From an optimization exercise on the open Yosys and OpenROAD flow, aimed at small area and a short achievable clock period; shortcuts taken in it are not production practice.
Function was checked by simulation only, so behaviour that the tests miss may differ from the original.
No activity file was given, so power comes from the tool's default toggle rates.

==> flow/design.v (excerpt) <==
module CPU(clk,rst,data_out,instr_out,instr_read,data_read,instr_addr,data_addr,data_write,data_in);
clock: 12.0 ns
lec_check: 0
cap_margin: 20
core_margin: 2
core_utilization: 30
cts_buf_list: sky130_fd_sc_hd__clkbuf_8
place_density: 0.5
setup_slack_margin: 3
slew_margin: 20
synth_hierarchical: 1
run.sh (not shown) runs the stock make flow with config.mk's settings and CLKGATE_MAP_FILE= SYNTH_SCRIPT=/design/flow/synth_recipe.tcl, a recipe that flattens the netlist after the stock synthesis.
The baseline completed with no timing, DRC or antenna violations.
Rerun with:
SETUP_SLACK_MARGIN = 4   (was 3)
- cell count went up by 4.2%
- worst setup slack improves by 0.42 ns
- non-clock buffer count went up by 255
- routed wire length went up by 12%
- first-iteration DRC count went up by 8.7%
- maximum frequency went up by 4.8%
- flip-flop and latch count is unchanged

---

Starting RTL as in the previous note.
// CPU
module CPU(clk,rst,data_out,instr_out,instr_read,data_read,instr_addr,data_addr,data_write,data_in);
==> flow/config.mk <==
export PLATFORM = sky130hd
export DESIGN_NAME = CPU
export DESIGN_NICKNAME = CPU
export VERILOG_FILES = /design/flow/design.v
export SDC_FILE = /design/flow/constraint.sdc
export NUM_CORES = 4
export LEC_CHECK = 0
export CAP_MARGIN = 20
export CORE_MARGIN = 2
export CORE_UTILIZATION = 30
export CTS_BUF_LIST = sky130_fd_sc_hd__clkbuf_8
export PLACE_DENSITY = 0.5
export SETUP_SLACK_MARGIN = 3.5
export SLEW_MARGIN = 20
export SYNTH_HIERARCHICAL = 1
==> flow/constraint.sdc <==
create_clock -name core_clock -period 12.0 [get_ports {clk}]
set_input_delay 2.4000 -clock core_clock [delete_from_list [all_inputs] [get_ports {clk}]]
set_output_delay 2.4000 -clock core_clock [all_outputs]
set_load 0.01 [all_outputs]
The baseline completed without violations.
Rerun with:
--- a/flow/config.mk
+++ b/flow/config.mk
@@ -9,6 +9,6 @@
 export CORE_MARGIN = 2
-export CORE_UTILIZATION = 30
+export CORE_UTILIZATION = 35
 export CTS_BUF_LIST = sky130_fd_sc_hd__clkbuf_8
-export PLACE_DENSITY = 0.5
-export SETUP_SLACK_MARGIN = 3.5
+export PLACE_DENSITY = 0.6
+export SETUP_SLACK_MARGIN = 3
 export SLEW_MARGIN = 20
Routed wire length is lower by 5.8%.
Core utilization increases by 4.6 points.
Worst setup slack degrades by 0.39 ns.
Combinational power fell by about 7%.
Total power falls by 5.4%.
Global-route usage went up by 3.4 points.
Clock skew goes down by 0.033 ns.
Non-clock buffer count went down by 106.
Synthesized area stays the same.

---

Another version of the RTL of CPU (not shown whole).
Size in the first run: about 1100 flip-flops.
Settings: LEC_CHECK=0, CAP_MARGIN=20, CORE_MARGIN=2, CORE_UTILIZATION=30, PLACE_DENSITY=0.5, SETUP_SLACK_MARGIN=3, SLEW_MARGIN=20, SYNTH_HIERARCHICAL=1; clock period 12.0 ns.
The first run completed with no timing, DRC or antenna violations.
Next try:
--- a/flow/config.mk
+++ b/flow/config.mk
@@ -9,4 +9,5 @@
 export CORE_MARGIN = 2
-export CORE_UTILIZATION = 30
-export PLACE_DENSITY = 0.5
+export CORE_UTILIZATION = 35
+export CTS_BUF_LIST = sky130_fd_sc_hd__clkbuf_8
+export PLACE_DENSITY = 0.6
 export SETUP_SLACK_MARGIN = 3
Outcome: The changed run went through all stages and came out clean. Routed wire length drops by 4.2%. Via count climbs by 1.5%. Hold slack gets better by 0.0043 ns. Clock skew drops by 0.040 ns. Total power drops by about 2.6%. First-iteration DRC count climbs by 7.9%. Clock-buffer cell count climbs by 40. Final area drops by about 1.6%. Global-route usage climbs by 3.2 points. Non-clock buffer count drops by 67. Utilization climbs by 5.5 points.

---

rev 12:
CPU, a different RTL version from the one above (not shown whole).
For scale: ~1100 flip-flops, about 170 I/O pins, roughly 55000 µm² of cells after synthesis.
export LEC_CHECK = 0
export CAP_MARGIN = 20
export CORE_MARGIN = 2
export CORE_UTILIZATION = 30
export PLACE_DENSITY = 0.5
export SETUP_SLACK_MARGIN = 3
export SLEW_MARGIN = 20
export SYNTH_HIERARCHICAL = 1
create_clock -name core_clock -period 12.0 [get_ports {clk}]
Rev 12 went all the way through synthesis, placement and routing and the layout is clean on timing, DRC and antenna.
Modified inputs, rev 13 compared to rev 12
Settings: SETUP_SLACK_MARGIN now 4.5, was 3; CTS_BUF_LIST now sky130_fd_sc_hd__clkbuf_8, previously not set.
### Flow results
Compare rev 13 and rev 12 | final wirelength higher: rev 13
[compare] base=rev 12 new=rev 13: standby leakage power went up, post-layout minimum cycle time went down, data required time of the critical path did not really move, total power went up, wire length of the first global-routing pass went up.

## separate check: timing with driven ports
How much do the figures lean on ideal ports? The routed layouts below were timed once more, with nothing changed but the port constraints. Step 1, drivers: a clkbuf_16 drives clk and a buf_2 each remaining input, both assumed. Step 2 moves the port delays by t, midway between the first and last clock arrival at a register: inputs arrive t later, outputs are due t later. That takes back most of the time a late clock gives input paths. a / b / c = ideal ports / drivers / drivers and shift; a / b = the first two.
run | t (ns) | setup WS [ns] | worst hold slack (ns) | worst data-port slew with drivers (ns)
the first run of note 1 | 1.006 | 2.888 / 2.778 / 2.249 | 0.493 / 0.493 / 0.493 | 0.16
the second run of note 1 | 1.014 | 3.306 / 3.124 / 2.813 | 0.555 / 0.555 / 0.555 | 0.24
the first run of note 2 | 0.998 | 3.214 / 3.039 / 2.664 | 0.512 / 0.512 / 0.512 | 0.30
the second run of note 2 | 0.997 | 2.822 / 2.681 / 2.148 | 0.496 / 0.496 / 0.496 | 0.15
the first run of note 3 | 0.837 | 2.676 / 2.636 / 2.045 | 0.499 / 0.499 / 0.499 | 0.20
the second run of note 3 | 0.984 | 2.824 / 2.758 / 1.870 | 0.503 / 0.503 / 0.503 | 0.14
rev 12 | 0.851 | 2.797 / 2.715 / 2.112 | 0.511 / 0.511 / 0.511 | 0.22
rev 13 | 1.030 | 3.046 / 2.845 / 2.388 | 0.546 / 0.546 / 0.546 | 0.33
After both steps setup and hold are still met in every run listed. The setup slack of the second run of note 3, which loses most, moves by -0.066 ns with the drivers and by -0.954 ns with both steps.
